This is an optimization exercise on Yosys and OpenROAD, whose aim is small area, not a production implementation.
The RTL was checked by simulation tests, not by an equivalence proof against the original design.
Power figures rest on the tool's default switching activity, not on a simulated workload.

`design.v`:
```
`timescale 1ns / 1ps
module display_controller(
	input clk,
	input rst,
	output hSync, vSync,
	output bright,
	output reg [9:0] hCount,
	output reg [9:0] vCount
	);
	wire h_end = (hCount == 10'd799);
	wire v_end = (vCount == 10'd524);
	always @ (posedge clk)
		begin
		if (rst)
			begin
			hCount <= 0;
			vCount <= 0;
			end
		else if (!h_end)
			hCount <= hCount + 1'b1;
		else
			begin
			hCount <= 0;
			vCount <= v_end ? 10'd0 : vCount + 1'b1;
			end
		end
	assign hSync = (hCount >= 10'd96);
	assign vSync = (vCount >= 10'd2);
	assign bright = (hCount >= 10'd145) && (hCount <= 10'd784) &&
	                (vCount >= 10'd35) && (vCount <= 10'd515);
endmodule
`timescale 1ns / 1ps
module block_controller(
	input clk,   
	input tick,  
	input bright,
	input rst,
	input up, input down, input left, input right,
	input [9:0] hCount, vCount,
	output reg [11:0] rgb,
	output health0,
	output [15:0] score
   );
	reg        st_game, st_end;    
	reg [9:0]  ypos;
	reg [9:0]  cloud_xpos;
	reg [10:1] xs;                 
	reg [10:0] goomba_xpos;
	reg        goomba_flag;
	reg        health;
	reg [15:1] sc;
	reg [3:0]  coin_count;
	reg        score_flag;
	reg [10:1] coin_flag;          
	reg [9:0]  counter, prevcounter;
	reg        jump_flag;
	wire [10:0] X = {xs, 1'b0};
	assign score = {sc, 1'b0};
	assign health0 = health;
	wire y_gt350 = (ypos > 10'd350);
	wire y_gt390 = (ypos > 10'd390);
	wire y_gt440 = (ypos > 10'd440);
	wire y_gt450 = (ypos > 10'd450);
	wire xb6 = (X <= 11'd59);
	wire xb1 = (X >= 11'd101) && (X <= 11'd149);
	wire xp1 = (X >= 11'd211) && (X <= 11'd259);
	wire xb2 = (X >= 11'd301) && (X <= 11'd349);
	wire xp2 = (X >= 11'd361) && (X <= 11'd409);
	wire xb3 = (X >= 11'd421) && (X <= 11'd549);
	wire xb4 = (X >= 11'd551) && (X <= 11'd599);
	wire xp3 = (X >= 11'd561) && (X <= 11'd609);
	wire xb5 = (X >= 11'd651) && (X <= 11'd699);
	wire xgl = (X >= 11'd851) && (X <= 11'd929);
	wire on_b6 = xb6 && (ypos == 10'd340);
	wire on_b1 = xb1 && (ypos == 10'd360);
	wire on_p1 = xp1 && (ypos == 10'd350);
	wire on_b2 = xb2 && (ypos == 10'd290);
	wire on_p2 = xp2 && (ypos == 10'd350);
	wire on_b3 = xb3 && (ypos == 10'd260);
	wire on_b4 = xb4 && (ypos == 10'd300);
	wire on_p3 = xp3 && (ypos == 10'd350);
	wire on_b5 = xb5 && (ypos == 10'd250);
	wire on_bricks = on_b6 | on_b1 | on_b2 | on_b3 | on_b4 | on_b5;
	wire on_pipes  = on_p1 | on_p2 | on_p3;
	wire hit_below = (xb6 && (ypos == 10'd360)) | (xb1 && (ypos == 10'd380)) |
	                 (xb2 && (ypos == 10'd310)) | (xb3 && (ypos == 10'd280)) |
	                 (xb4 && (ypos == 10'd320)) | (xb5 && (ypos == 10'd270));
	wire col_down = on_pipes | on_bricks | (xgl && (ypos == 10'd390));
	wire col_fall = on_pipes | on_bricks | (xgl && !y_gt450);
	wire y_in_b1 = (ypos >= 10'd360) && (ypos <= 10'd380);
	wire y_in_b2 = (ypos >= 10'd290) && (ypos <= 10'd310);
	wire y_in_b3 = (ypos >= 10'd260) && (ypos <= 10'd280);
	wire y_in_b4 = (ypos >= 10'd300) && (ypos <= 10'd320);
	wire y_in_b5 = (ypos >= 10'd250) && (ypos <= 10'd270);
	wire x360 = (X == 11'd360);
	wire x560 = (X == 11'd560);
	wire col_right = ((X == 11'd210) | x360 | x560) & y_gt350 |
	                 (X == 11'd850) & y_gt390 |
	                 (X == 11'd100) & y_in_b1 |
	                 (X == 11'd300) & y_in_b2 |
	                 (X == 11'd420) & y_in_b3 |
	                 (X == 11'd550) & y_in_b4 |
	                 (X == 11'd650) & y_in_b5;
	wire col_left  = ((X == 11'd260) | (X == 11'd410) | (X == 11'd610)) & y_gt350 |
	                 (X == 11'd930) & y_gt390 |
	                 (X == 11'd150) & y_in_b1 |
	                 (X == 11'd350) & y_in_b2 |
	                 (X == 11'd470) & y_in_b3 |
	                 (X == 11'd600) & y_in_b4 |
	                 (X == 11'd700) & (ypos == 10'd250);
	wire [10:1] coin_hit;
	assign coin_hit[1]  = on_b1;
	assign coin_hit[2]  = on_p1;
	assign coin_hit[3]  = x360 & y_gt350;
	assign coin_hit[4]  = on_p2;
	assign coin_hit[5]  = on_b3;
	assign coin_hit[6]  = x560 & y_gt350;
	assign coin_hit[7]  = on_b4;
	assign coin_hit[8]  = on_b5;
	assign coin_hit[9]  = on_b2;
	assign coin_hit[10] = on_b6;
	wire [11:0] gx = {1'b0, goomba_xpos} + {1'b0, X};
	reg        jf;
	reg        rise, fall;
	reg [9:0]  cnt;
	reg [9:0]  ynext;
	always @(*) begin
		jf = jump_flag;
		ynext = ypos;
		if (right || left) begin
		end
		else if (up) begin
			jf = 1'b1;
			if (ypos == 10'd34)
				ynext = 10'd514;
		end
		else if (down) begin
			jf = 1'b0;
			if (!(col_down || y_gt450))
				ynext = ypos + 10'd2;
			if (ypos == 10'd514)
				ynext = 10'd34;
		end
		rise = jf && ({1'b0, counter} < ({1'b0, prevcounter} + 11'd128));
		cnt = counter;
		if (rise) begin
			cnt = counter + 1'b1;
			ynext = hit_below ? ypos : ypos - 1'b1;
		end
		fall = !jf && (cnt != 10'd0);
		if (fall) begin
			ynext = (col_fall || y_gt450) ? ypos : ypos + 1'b1;
			if (!col_fall)
				cnt = cnt - 1'b1;
		end
	end
	wire jf_clear = ({1'b0, cnt} == ({1'b0, prevcounter} + 11'd127));
	wire st_start = !st_game && !st_end;
	wire load = rst || (tick && st_start);
	always @(posedge clk) begin
		if (load) begin
			st_game <= !rst;
			st_end <= 1'b0;
			ypos <= 10'd450;
			cloud_xpos <= 10'd450;
			xs <= 0;
			goomba_xpos <= 11'd820;
			goomba_flag <= 1'b0;
			health <= 1'b1;
			sc <= 0;
			coin_count <= 0;
			score_flag <= 1'b0;
			coin_flag <= 0;
			counter <= 0;
			prevcounter <= 0;
			jump_flag <= 1'b0;
		end
		else if (tick) begin
			if (st_end)
				st_end <= 1'b0;
			if (st_game) begin
				if (!health || (X == 11'd890)) begin
					st_game <= 1'b0;
					st_end <= 1'b1;
				end
				cloud_xpos <= cloud_xpos - 1'b1;
				if (right) begin
					if (!col_right)
						xs <= xs + 1'b1;
				end
				else if (left) begin
					if (!col_left && (xs != 0))
						xs <= xs - 1'b1;
				end
				ypos <= ynext;
				counter <= cnt;
				jump_flag <= jf_clear ? 1'b0 : jf;
				if (fall)
					prevcounter <= y_gt450 ? 10'd0 : cnt;
				if (gx == 12'd960)
					goomba_flag <= 1'b1;
				else if (goomba_flag && (gx == 12'd810))
					goomba_flag <= 1'b0;
				goomba_xpos <= goomba_flag ? goomba_xpos - 1'b1 : goomba_xpos + 1'b1;
				if ((goomba_xpos == 11'd400) && y_gt440)
					health <= 1'b0;
				coin_flag <= coin_flag | coin_hit;
				if (score_flag)
					coin_count <= coin_count + 1'b1;
				if (score_flag && (coin_count == 4'd15)) begin
					sc <= sc + 15'd5;
					score_flag <= 1'b0;
				end
				else if (|coin_hit)
					score_flag <= 1'b1;
			end
		end
	end
	wire [11:0] S  = {2'b0, hCount} + {1'b0, X};            
	wire [11:0] SG = {2'b0, hCount} + {1'b0, goomba_xpos};  
	wire [10:0] DC = {1'b0, hCount} - {1'b0, cloud_xpos};   
	wire [10:0] DY = {1'b0, vCount} - {1'b0, ypos};         
	wire sDC = DC[10];
	wire sDY = DY[10];
	wire player = !sDY ? (DY <= 11'd5) : (DY >= 11'h7FB) ;
	wire player_fill = player && (hCount >= 10'd395) && (hCount <= 10'd405);
	wire pipe_fill = ((vCount >= 350) && (vCount <= 450)) && (((S >= 610) && (S <= 660)) || ((S >= 760) && (S <= 810)) || ((S >= 960) && (S <= 1010)));
	wire cloud_fill =
		(((vCount >= 145) && (vCount <= 155)) && ((!sDC && DC <= 11'd20) || (sDC && DC >= 11'h7EC))) ||
		(((vCount >= 70) && (vCount <= 80))   && !sDC && DC >= 11'd95  && DC <= 11'd145) ||
		(((vCount >= 145) && (vCount <= 155)) && !sDC && DC >= 11'd185 && DC <= 11'd215) ||
		(((vCount >= 190) && (vCount <= 200)) && !sDC && DC >= 11'd85  && DC <= 11'd115);
	wire brick_fill =
		(((vCount >= 360) && (vCount <= 380)) && ((S >= 500) && (S <= 550))) ||
		(((vCount >= 290) && (vCount <= 310)) && ((S >= 700) && (S <= 750))) ||
		(((vCount >= 260) && (vCount <= 280)) && ((S >= 820) && (S <= 950))) ||
		(((vCount >= 300) && (vCount <= 320)) && ((S >= 950) && (S <= 1000))) ||
		(((vCount >= 250) && (vCount <= 270)) && ((S >= 1050) && (S <= 1080))) ||
		(((vCount >= 340) && (vCount <= 360)) && ((S >= 350) && (S <= 460))) ||
		(((vCount >= 390) && (vCount <= 450)) && ((S >= 1250) && (S <= 1330)));
	wire flag_fill = ((vCount >= 290) && (vCount <= 390)) && ((S >= 1290) && (S <= 1295));
	wire coin_y =
		(((vCount >= 350) && (vCount <= 356)) && !coin_flag[1]  && (((S >= 515) && (S <= 521)) || ((S >= 525) && (S <= 531)) || ((S >= 535) && (S <= 541)))) ||
		(((vCount >= 340) && (vCount <= 346)) && !coin_flag[2]  && (((S >= 625) && (S <= 631)) || ((S >= 635) && (S <= 641)) || ((S >= 645) && (S <= 651)))) ||
		(((vCount >= 420) && (vCount <= 426)) && !coin_flag[3]  && (((S >= 695) && (S <= 701)) || ((S >= 705) && (S <= 711)) || ((S >= 715) && (S <= 721)))) ||
		(((vCount >= 340) && (vCount <= 346)) && !coin_flag[4]  && (((S >= 775) && (S <= 781)) || ((S >= 785) && (S <= 791)) || ((S >= 795) && (S <= 801)))) ||
		(((vCount >= 240) && (vCount <= 246)) && !coin_flag[5]  && (((S >= 875) && (S <= 881)) || ((S >= 885) && (S <= 891)) || ((S >= 895) && (S <= 901)))) ||
		(((vCount >= 400) && (vCount <= 406)) && !coin_flag[6]  && (((S >= 865) && (S <= 871)) || ((S >= 885) && (S <= 891)) || ((S >= 905) && (S <= 911)))) ||
		(((vCount >= 280) && (vCount <= 286)) && !coin_flag[7]  && (((S >= 965) && (S <= 971)) || ((S >= 975) && (S <= 981)))) ||
		(((vCount >= 230) && (vCount <= 236)) && !coin_flag[8]  && (((S >= 1035) && (S <= 1041)) || ((S >= 1045) && (S <= 1051)))) ||
		(((vCount >= 280) && (vCount <= 286)) && !coin_flag[9]  && (((S >= 715) && (S <= 721)) || ((S >= 725) && (S <= 731)) || ((S >= 735) && (S <= 741)))) ||
		(((vCount >= 330) && (vCount <= 336)) && !coin_flag[10] && (((S >= 365) && (S <= 371)) || ((S >= 375) && (S <= 381)) || ((S >= 385) && (S <= 391))));
	wire ground_fill = (((vCount >= 430) && (vCount <= 450)) && (SG >= 12'd770) && (SG <= 12'd790)) || (vCount >= 10'd450);
	localparam RED    = 12'hF00;
	localparam GREEN  = 12'h0F0;
	localparam WHITE  = 12'hFFF;
	localparam BROWN  = 12'hC20;
	localparam YELLOW = 12'hFF0;
	localparam SKY    = 12'h0FF;
	always @(*) begin
		if (!bright)           rgb = 12'h000;
		else if (player_fill)  rgb = RED;
		else if (pipe_fill)    rgb = GREEN;
		else if (cloud_fill)   rgb = WHITE;
		else if (brick_fill)   rgb = BROWN;
		else if (flag_fill)    rgb = WHITE;
		else if (coin_y)       rgb = YELLOW;
		else if (ground_fill)  rgb = BROWN;
		else                   rgb = SKY;
	end
endmodule
`timescale 1ns / 1ps
module vga_top(
	input ClkPort,  
	input BtnC,     
	input BtnU,
	input BtnR,
	input BtnL,
	input BtnD,
	output hSync, vSync,
	output [3:0] vgaR, vgaG, vgaB,
	output An0, An1, An2, An3, An4, An5, An6, An7,
	output Ca, Cb, Cc, Cd, Ce, Cf, Cg, Dp,
	output MemOE, MemWR, RamCS, QuadSpiFlashCS
	);
	wire Reset = BtnC;
	wire bright;
	wire [9:0] hc, vc;
	wire [15:0] score;
	wire health0;
	wire [11:0] rgb;
	reg [11:0] DIV_CLK;
	always @ (posedge ClkPort)
	begin : CLOCK_DIVIDER
		if (Reset)
			DIV_CLK <= 0;
		else
			DIV_CLK <= DIV_CLK + 1'b1;
	end
	wire move_tick = (DIV_CLK == 12'h7FF);
	display_controller dc(.clk(ClkPort), .rst(Reset), .hSync(hSync), .vSync(vSync), .bright(bright), .hCount(hc), .vCount(vc));
	block_controller sc(.clk(ClkPort), .tick(move_tick), .bright(bright), .rst(Reset), .up(BtnU), .down(BtnD), .left(BtnL), .right(BtnR),
		.hCount(hc), .vCount(vc), .rgb(rgb), .health0(health0), .score(score));
	assign vgaR = rgb[11 : 8];
	assign vgaG = rgb[7  : 4];
	assign vgaB = rgb[3  : 0];
	assign {MemOE, MemWR, RamCS, QuadSpiFlashCS} = 4'b1111;
	wire [2:0] ssdscan_clk = DIV_CLK[11:9];
	assign An0 = ~(ssdscan_clk == 3'd0);
	assign An1 = ~(ssdscan_clk == 3'd1);
	assign An2 = ~(ssdscan_clk == 3'd2);
	assign An3 = ~(ssdscan_clk == 3'd3);
	assign An4 = ~(ssdscan_clk == 3'd4);
	assign An5 = ~(ssdscan_clk == 3'd5);
	assign An6 = ~(ssdscan_clk == 3'd6);
	assign An7 = ~(ssdscan_clk == 3'd7);
	reg [3:0] SSD;
	always @(*) begin
		case (ssdscan_clk)
			3'd0: SSD = {3'b000, health0};
			3'd4: SSD = score[3:0];
			3'd5: SSD = score[7:4];
			3'd6: SSD = score[11:8];
			3'd7: SSD = score[15:12];
			default: SSD = 4'b0000;
		endcase
	end
	reg [7:0] SSD_CATHODES;
	always @(*) begin
		case (SSD)  
			4'b0000: SSD_CATHODES = 8'b00000011;
			4'b0001: SSD_CATHODES = 8'b10011111;
			4'b0010: SSD_CATHODES = 8'b00100101;
			4'b0011: SSD_CATHODES = 8'b00001101;
			4'b0100: SSD_CATHODES = 8'b10011001;
			4'b0101: SSD_CATHODES = 8'b01001001;
			4'b0110: SSD_CATHODES = 8'b01000001;
			4'b0111: SSD_CATHODES = 8'b00011111;
			4'b1000: SSD_CATHODES = 8'b00000001;
			4'b1001: SSD_CATHODES = 8'b00001001;
			4'b1010: SSD_CATHODES = 8'b00010001;
			4'b1011: SSD_CATHODES = 8'b11000001;
			4'b1100: SSD_CATHODES = 8'b01100011;
			4'b1101: SSD_CATHODES = 8'b10000101;
			4'b1110: SSD_CATHODES = 8'b01100001;
			default: SSD_CATHODES = 8'b01110001;
		endcase
	end
	assign {Ca, Cb, Cc, Cd, Ce, Cf, Cg, Dp} = SSD_CATHODES;
endmodule
```
`constraint.sdc`:
```
create_clock -name core_clock -period 12.0 [get_ports {ClkPort}]
set_input_delay 2.4000 -clock core_clock [delete_from_list [all_inputs] [get_ports {ClkPort}]]
set_output_delay 2.4000 -clock core_clock [all_outputs]
set_load 0.01 [all_outputs]
```
`config.mk`:
```
export PLATFORM = sky130hd
export DESIGN_NAME = vga_top
export DESIGN_NICKNAME = vga_top
export VERILOG_FILES = /design/flow/design.v
export SDC_FILE = /design/flow/constraint.sdc
export NUM_CORES = 4
export LEC_CHECK = 0
export CAP_MARGIN = 20
export CORE_MARGIN = 2
export CORE_UTILIZATION = 40
export SLEW_MARGIN = 20
```
`run.sh`:
```
#!/bin/bash
# synth_recipe.tcl (not shown) runs the flow's synth.tcl, then flattens the netlist and writes it again
# the make line also repeats each setting of config.mk as NAME=value (left out here)
make -C /OpenROAD-flow-scripts/flow DESIGN_CONFIG=/design/flow/config.mk WORK_HOME=/design/flow/orfs CLKGATE_MAP_FILE= SYNTH_SCRIPT=/design/flow/synth_recipe.tcl finish
```
==> impl_metrics.env <==
export IMPL_max_clock_freq_ghz=0.118
export IMPL_final_setup_viol_count=0
export IMPL_maximum_count_of_clock_buffers_along_a_single_path=2
export IMPL_tritoncts_clock_tree="done"
export IMPL_worst_r2r_cell_count=15
export IMPL_row_count=68
export IMPL_outcome="complete, no violations"
export IMPL_post_dp_cell_area_um2=14700
export IMPL_max_cap_violations=0
export IMPL_power_total_mw=1.05
export IMPL_critical_path_arrival_ns=6.04
export IMPL_path_class="flop to output pin"
export IMPL_fp_dieArea_um2=36800
export IMPL_worst_ep_required_time_ns=9.60
export IMPL_dieHeight_um=192
export IMPL_unrepaired_setup_endpoints_after_global_routing="no"
export IMPL_power_switching_mw=0.254
export IMPL_initial_utilization_pct=40.7
export IMPL_cell_internal_pwr_mw=0.791
export IMPL_cts_inserted_buffers=17
export IMPL_clk_pin_slew_ns=0.06
export IMPL_finalCriticalPeriod_ns=8.44
export IMPL_routed_wirelength_um=48000
export IMPL_cts_root_buf="clkbuf_16"
export IMPL_vias=14955
export IMPL_antenna_diode_count=0
export IMPL_fin_nets=2066
export IMPL_detail_route_first_pass_iterations=6
export IMPL_number_of_antenna_violations_at_the_first_check_in_global_routing=0
export IMPL_layout_worst_path_cycle_share_pct=70.4
export IMPL_worst_path_max_fanout=23
export IMPL_htree_levels=4
export IMPL_synth_flop_cell="dfxtp_1"
export IMPL_netlist_area_um2=14100
export IMPL_timing_max_transition_violations_final=0
export IMPL_cts_resized_gates=0
export IMPL_die_wd_um=192
export IMPL_synth_avg_cell_area_um2=7.10
export IMPL_detailed_place_hpwl_um=35800
export IMPL_synth_ff_latch_count=128
export IMPL_fp_coreArea_um2=34600
export IMPL_yosysWarningCount=3
export IMPL_measured_slew_at_the_worst_slew_check_pin_ns=1.13
export IMPL_num_io_pins=40
export IMPL_hold_violations=0
export IMPL_design_area_um2=15300
export IMPL_synth_cells=1986
export IMPL_hp_class="flop to flop"
export IMPL_area_delta_synth_final_pct=8.54
export IMPL_totalNegativeSetupSlack_ns=0
export IMPL_final_seq_area_um2=2570
export IMPL_ys_async_sr_fraction_pct=0
export IMPL_timing_critical_path_to_type="output pin"
export IMPL_power_density_nw_per_um2=68.3
export IMPL_peakVddDrop_v=0.0000992
export IMPL_clock_sinks=128
export IMPL_antenna_left=0
export IMPL_multi_input_area_um2=10600
export IMPL_area_share_of_the_largest_cell_type_after_synthesis_pct=18.0
export IMPL_clkPwrFrac_pct=51.1
export IMPL_worst_clock_skew_ns=0.0138
export IMPL_crit_path_start_kind="flop"
export IMPL_detailedRoute_firstIterationViolations=1735
export IMPL_pwr_share_comb_pct=7.6
export IMPL_global_route_wire_length_before_repair_um=75900
export IMPL_synth_distinct_cells=95
export IMPL_post_synth_top_count_cell="nor2_1"
export IMPL_power_share_sequential_pct=41.3
export IMPL_largest_net_degree_at_the_start_of_global_routing=61
export IMPL_min_path_cells=1
export IMPL_netlist_top_cells_count="nor2_1 (226), nand2_1 (171), a21oi_1 (157), dfxtp_1 (127), ha_1 (105)"
export IMPL_cts_hold_fix_buffers=0
export IMPL_synth_top_area_cell="dfxtp_1"
export IMPL_worst_skew_pair_late_latency_ns=0.45
export IMPL_detail_route_wl_per_cell_um=19.9
export IMPL_static_leakage_power_nw=5.83
export IMPL_fill_cells=3525
export IMPL_number_of_global_route_vias_before_repair=13679
export IMPL_placer_s_final_routability_congestion_estimate=0.995
export IMPL_synth_area_top_cells="dfxtp_1 (18%), ha_1 (9.3%), nor2_1 (6.0%), a21oi_1 (5.6%), xnor2_1 (4.7%)"
export IMPL_maxSlewHeadroom_pct=24.2
export IMPL_port_buffer_count=34
export IMPL_globalRouteOverflowTotal=0
export IMPL_layout_drive_gt1_share_pct=4.80
export IMPL_routed_via_density=6.20
export IMPL_drt_drc_violations_left=0
export IMPL_yosysSeqAreaShare_pct=18.3
export IMPL_post_cts_setup_buffer_count=0
export IMPL_groute_usage_overall_pct=26.1
export IMPL_power_switching_share_pct=24.3
export IMPL_synth_edf_count=1
==> cell type report <==
| type | count | share of cell area [%] |
|---|---|---|
| multi-input cells | 1638 | 69.6 |
| repair buffers | 59 | 3.44 |
| well taps | 455 | 3.72 |
| flip-flops and latches | 128 | 16.8 |
| clock buffers | 26 | 3.39 |
| inverters | 104 | 2.55 |
| clock inverters | 4 | 0.483 |
==> worst max-delay path, cell delays in order (launching register included) <==
cell and delay, ns:
dfxtp_1 0.81, inv_1 0.27, fa_1 0.54, nor2b_1 0.17, o21a_1 0.17, o21ai_1 0.15
a211oi_1 0.45, or2_2 0.36, nor3_1 0.10, nor4_1 0.78, o32ai_1 0.23, a221oi_1 0.34
nand3_1 0.19, a211oi_1 0.42, clkdlybuf4s50_1 0.61
==> state kept, by name (all words and copies together) (netlist names) <==
name / cells
sc.sc: 15
sc.xs: 10
sc.health: 1
sc.cloud_xpos: 10
sc.ypos: 10
dc.vCount: 10
sc.score_flag: 1
sc.counter: 10
sc.st_end: 1
sc.prevcounter: 10
sc.coin_flag: 10
sc.coin_count: 4
sc.st_game: 1
DIV_CLK: 12
sc.goomba_flag: 1
dc.hCount: 10
sc.goomba_xpos: 11
sc.jump_flag: 1
==> metal layers <==
layer | vias to the layer above | part of all wire (%) | GRT usage [%]
met5 | - | 0 | 0
met4 | 0 | 3.3 | 9.88
met3 | 104 | 7.1 | 4.22
met2 | 645 | 45 | 40.7
met1 | 7022 | 45 | 35.9
li1 | 7184 | - | -
==> final timing paths <==
kind,startpoint,endpoint,slack (ns)
worst max register to register,sc.prevcounter[7]$_SDFFE_PP0P_,sc.ypos[6]$_SDFFE_PP1P_,6.65
worst min-delay path,DIV_CLK[0]$_SDFF_PP0_,DIV_CLK[0]$_SDFF_PP0_,0.44
worst max-delay path,sc.xs[2]$_SDFFE_PP0P_,vgaG[0],3.56
worst min register to register,DIV_CLK[0]$_SDFF_PP0_,DIV_CLK[0]$_SDFF_PP0_,0.44
==> cell families after synthesis <==
group           count (synthesis)  share of synthesized area (%)
simple gates                  813                           29.1
compound gates                554                           25.9
buf+inv                       224                           6.45
xor+xnor                      128                           8.01
flops                         128                           18.3
fa+ha+maj                     113                           10.4
mux                            25                           1.88
other cells                     1                         0.0266
==> cells in the final DEF, fill, tap and decap left out, drive strengths merged, types with 15 or more instances in the layout <==
cell type      count
nand3b            15
or3               23
a21o              20
mux2i             22
buf               24
ha               105
nor2b             26
nand3             72
a211oi            22
o31ai             21
and3              24
nor3              78
and2              20
xnor2             76
clkdlybuf4s50     34
dfxtp            127
nor4              26
nand4             40
nand2b            23
a21oi            159
xor2              52
o211ai            31
o21ai            107
nor2             226
a31oi             26
clkbuf            27
inv              104
nand2            171
==> metrics by stage <==
step,hold WS (ns),util [%],std cells,setup WS (ns)
3_3_place_gp,0.422,42.4,2383,4.13
3_5_place_dp,0.430,42.4,2383,4.02
2_1_floorplan,0.413,-,1990,5.06
6_report,0.435,44.2,2414,3.56
4_1_cts,0.439,44.1,2413,3.53
5_1_grt,0.477,44.2,2414,2.99
==> power groups by stage <==
stage | combinational [mW] | sequential [mW] | clock, mW
global placement | 0.0771 | 0.441 | 0
floorplan | 0.0592 | 0.439 | 0
CTS | 0.0776 | 0.432 | 0.546
global route | 0.0875 | 0.432 | 0.567
detailed placement | 0.0772 | 0.441 | 0
finish | 0.0790 | 0.432 | 0.534

afterwards: timing with drivers on the ports:
The results above use ideal ports. As a check the final layout listed here was re-extracted and re-timed, cells and wires unchanged.
Step 1, drivers: a clkbuf_16 drives ClkPort and a buf_2 each remaining input, both assumed.
Step 2 times the ports against the registers' clock, not the clock port: input delays grow and output delays shrink by t, the midpoint of the rising clock arrivals with the driver on.
Slacks: ideal ports / drivers / drivers and shift; pairs: ideal ports / drivers.
shift t [ns]: 0.495
slack for setup (ns): 3.556 / 3.500 / 3.995
hold WS [ns]: 0.435 / 0.435 / 0.435
worst setup path after step 2: register to output
worst register clock-pin slew, ns: 0.06 / 0.06
After both steps this run still meets setup and hold. For this run, drivers alone change the setup slack by -0.056 ns; drivers and shift together by +0.439 ns.
